Background: an optimization exercise with open tools, aiming at small area and a short achievable clock period. Do not read the settings as production practice.
Only simulation tests tie the RTL to the original design; equivalence was not proved.
Power and IR drop assume default switching activity.

// fir_low_pass_filter
module fir_low_pass_filter(Data_out, Data_in, clk, rst);
  output [15:0] Data_out;
  input [7:0] Data_in;
  input clk, rst;
  reg [7:0] x1;
  reg [7:0] x2;
  reg [7:0] x3;
  reg [7:0] x4;
  reg [7:0] x5;
  reg [7:0] x6;
  reg [7:0] x7;
  reg [7:0] x8;
  reg [7:0] x9;
  reg [7:0] x10;
  reg [7:0] x11;
  reg [7:0] x12;
  reg [7:0] x13;
  reg [7:0] x14;
  reg [7:0] x15;
  reg [7:0] x16;
  reg [7:0] x17;
  reg [7:0] x18;
  reg [7:0] x19;
  reg [7:0] x20;
  reg [7:0] x21;
  reg [7:0] x22;
  reg [7:0] x23;
  reg [7:0] x24;
  reg [7:0] x25;
  reg [7:0] x26;
  reg [14:0] P2a;
  reg [13:0] P2b;
  reg [12:0] P2c;
  reg [15:0] Pa;
  reg [15:0] Pb;
  reg [15:0] Q;
  reg [9:0] V;
  reg [8:0] Y;
  reg [6:0] YH;
  reg [6:0] T;
  wire hs1, hc1;
  fir_ha u_ha1 (.a(x12[0]), .b(x12[3]), .s(hs1), .co(hc1));
  wire fs2, fc2;
  fir_fa u_fa2 (.a(x12[0]), .b(x12[1]), .c(x12[4]), .s(fs2), .co(fc2));
  wire fs3, fc3;
  fir_fa u_fa3 (.a(x14[0]), .b(x23[3]), .c(x25[4]), .s(fs3), .co(fc3));
  wire fs4, fc4;
  ...
==> flow/config.mk <==
export PLATFORM = sky130hd
export DESIGN_NAME = fir_low_pass_filter
export DESIGN_NICKNAME = fir_low_pass_filter
export VERILOG_FILES = /design/flow/design.v
export SDC_FILE = /design/flow/constraint.sdc
export NUM_CORES = 4
export LEC_CHECK = 0
export CAP_MARGIN = 20
export CORE_MARGIN = 2
export CORE_UTILIZATION = 40
export CTS_BUF_LIST = sky130_fd_sc_hd__clkbuf_8 sky130_fd_sc_hd__clkbuf_16
export CTS_CLUSTER_DIAMETER = 80
export CTS_CLUSTER_SIZE = 32
export SLEW_MARGIN = 20
export SYNTH_HIERARCHICAL = 1
==> flow/constraint.sdc <==
create_clock -name core_clock -period 11.0 [get_ports {clk}]
set_input_delay 2.2000 -clock core_clock [delete_from_list [all_inputs] [get_ports {clk}]]
set_output_delay 2.2000 -clock core_clock [all_outputs]
set_load 0.01 [all_outputs]
standard.sh (not shown) runs the stock make flow with config.mk's settings and CLKGATE_MAP_FILE= SYNTH_SCRIPT=/design/flow/synth_recipe.tcl, a recipe that flattens the netlist after the stock synthesis.
==> flow/flow/run.sh <==
#!/bin/bash
set -euo pipefail
export BUFFER_PORTS_ARGS="-buffer_cell sky130_fd_sc_hd__buf_4"
export CTS_ARGS="-sink_clustering_enable -repair_clock_nets -sink_clustering_size 32 -sink_clustering_max_diameter 80 -buf_list {sky130_fd_sc_hd__clkbuf_8 sky130_fd_sc_hd__clkbuf_16} -dont_use_dummy_load"
bash standard.sh finish > layout.log 2>&1
Change:
--- a/flow/design.v
+++ b/flow/design.v
@@ -531,28 +531,28 @@
   fir_han u_ha245 (.a(Pa[12]), .b(Pb[12]), .s(hs245), .co(hc245));
   wire hs246, hc246;
   fir_han u_ha246 (.a(Pa[13]), .b(Pb[13]), .s(hs246), .co(hc246));
   wire hs247, hc247;
   fir_han u_ha247 (.a(Pa[14]), .b(Pb[14]), .s(hs247), .co(hc247));
   wire hs248, hc248;
   fir_han u_ha248 (.a(Pa[15]), .b(Pb[15]), .s(hs248), .co(hc248));
   wire [15:0] Q_sum;
   fir_add16 u_Q_add (.a({hc247, hc246, hc245, hc244, hs244, ~fc242, ~fc241, ~fc240, ~fc239, ~fc238, ~fc237, fc236, hc235, ~x1[0], ~Pa[1], Pa[0]}), .b({hs248, hs247, hs246, hs245, ~fc243, ~fs243, ~fs242, ~fs241, ~fs240, ~fs239, ~fs238, ~fs237, fs236, hs235, ~Pb[1], ~Pb[0]}), .s(Q_sum));
-  wire [15:0] R;
   wire [9:0] V_n;
   fir_mul3 u_v (.d(Data_in), .v(V_n));
+  wire [15:0] R;
   fir_add16 u_r_add (.a(Q), .b({6'd0, V}), .s(R));
   wire [9:0] L_n;
   wire [6:0] K;
   fir_ones7 u_ones (.a(R[15:9]), .k(K));
   fir_addlo u_lo_add (.r(R[8:0]), .d(Data_in), .y(L_n));
   wire C9;
-  fir_gt8 u_c9 (.a(Data_in), .r(R[8:1]), .gt(C9));
+  fir_gt8 u_c9 (.a(Data_in), .b(~R[8:1]), .gt(C9));
   wire rst_n;
   fir_inv u_rst_n (.a(rst), .y(rst_n));
   reg rq, rqn;
   always @(posedge clk) begin
     rq <= rst;
     rqn <= ~rst;
   end
   always @(posedge clk) begin
     if (rst) begin
@@ -959,82 +959,39 @@
 endmodule
 module fir_inv(a, y);
   input a;
   output y;
   assign y = ~a;
 endmodule
 module fir_mul3(d, v);
   input [7:0] d;
   output [9:0] v;
- wire [9:0] g0 = {2'd0, d} & {1'd0, d, 1'b0};
- wire [9:0] p0 = {2'd0, d} ^ {1'd0, d, 1'b0};
- wire G1 = g0[1] | (p0[1] & g0[0]);
- wire P1 = p0[1] & p0[0];
- wire G2 = g0[3] | (p0[3] & g0[2]);
- wire P2 = p0[3] & p0[2];
- wire G3 = g0[5] | (p0[5] & g0[4]);
- wire P3 = p0[5] & p0[4];
- wire G4 = g0[7] | (p0[7] & g0[6]);
- wire P4 = p0[7] & p0[6];
- wire G5 = g0[9] | (p0[9] & g0[8]);
- wire P5 = p0[9] & p0[8];
- wire G6 = G2 | (P2 & G1);
- wire P6 = P2 & P1;
- wire G7 = G4 | (P4 & G3);
- wire P7 = P4 & P3;
- wire G8 = G7 | (P7 & G6);
- wire P8 = P7 & P6;
- wire G9 = g0[2] | (p0[2] & G1);
- wire P9 = p0[2] & P1;
- wire G10 = g0[4] | (p0[4] & G6);
- wire P10 = p0[4] & P6;
- wire G11 = G3 | (P3 & G6);
- wire P11 = P3 & P6;
- wire G12 = g0[6] | (p0[6] & G11);
- wire P12 = p0[6] & P11;
- wire G13 = g0[8] | (p0[8] & G8);
- wire P13 = p0[8] & P8;
- wire G14 = G5 | (P5 & G8);
- wire P14 = P5 & P8;
-  assign v = {(p0[9] ^ G13), (p0[8] ^ G8), (p0[7] ^ G12), (p0[6] ^ G11), (p0[5] ^ G10), (p0[4] ^ G6), (p0[3] ^ G9), (p0[2] ^ G1), (p0[1] ^ g0[0]), p0[0]};
+  assign v = {2'd0, d} + {1'd0, d, 1'b0};
 endmodule
 module fir_addlo(r, d, y);
   input [8:0] r;
   input [7:0] d;
   output [9:0] y;
   assign y = {1'b0, r} + {1'b0, d, 1'b0};
 endmodule
 module fir_addlot(r, d, k, y, t);
   input [8:0] r;
   input [7:0] d;
   input [6:0] k;
   output [9:0] y;
   output [6:0] t;
   assign y = {1'b0, r} + {1'b0, d, 1'b0};
   assign t = {7{y[9]}} & k;
 endmodule
-module fir_gt8(a, r, gt);
-  input [7:0] a, r;
+module fir_gt8(a, b, gt);
+  input [7:0] a, b;
   output gt;
-  wire [7:0] g = a & r;
-  wire [7:0] t = a | r;
-  wire G10 = g[1] | (t[1] & g[0]);
-  wire T10 = t[1] & t[0];
-  wire G32 = g[3] | (t[3] & g[2]);
-  wire T32 = t[3] & t[2];
-  wire G54 = g[5] | (t[5] & g[4]);
-  wire T54 = t[5] & t[4];
-  wire G76 = g[7] | (t[7] & g[6]);
-  wire T76 = t[7] & t[6];
-  wire G30 = G32 | (T32 & G10);
-  wire G74 = G76 | (T76 & G54);
-  wire T74 = T76 & T54;
-  assign gt = G74 | (T74 & G30);
+  assign gt = a > b;
 endmodule
 module fir_ones7(a, k);
   input [6:0] a;
   output [6:0] k;
   assign k = {&a[5:0], &a[4:0], &a[3:0], &a[2:0], &a[1:0], a[0], 1'b1};
 endmodule
 module fir_inc7(a, y);
   input [6:0] a;
   output [6:0] y;
First-iteration DRC count went up by 15%.
Sequential power hardly moves.
Combinational power went up by 13%.
Clock power hardly moves.
Routed wire length went up by 0.69%.
Synthesized area went up by 1.2%.

-- static timing again, ports no longer ideal --
The results above use ideal ports. As a check the final layouts listed here were re-extracted and re-timed, cells and wires unchanged.
Step 1 (the two cells are an assumption about what drives the block):
set clk [get_ports {clk}]
set_driving_cell -lib_cell sky130_fd_sc_hd__clkbuf_16 $clk
set_driving_cell -lib_cell sky130_fd_sc_hd__buf_2 [delete_from_list [all_inputs] $clk]
Step 2 adds t to the input delays and takes it off the output delays; t is the mean of the earliest and latest rising clock arrival at the registers after step 1. Input paths then give back, and output paths get back, about the clock's delay inside the block.
Three values: ideal, step 1, step 2; two values: the first two.
run | t, ns | setup slack, ns | cell pins on the clock port's net
the first run | 0.566 | 7.689 / 7.638 / 7.159 | 1
the second run | 0.562 | 7.633 / 7.602 / 7.205 | 1
After both steps every run listed still meets setup and hold. The setup slack of the first run, which loses most, moves by -0.051 ns with the drivers and by -0.530 ns with both steps.
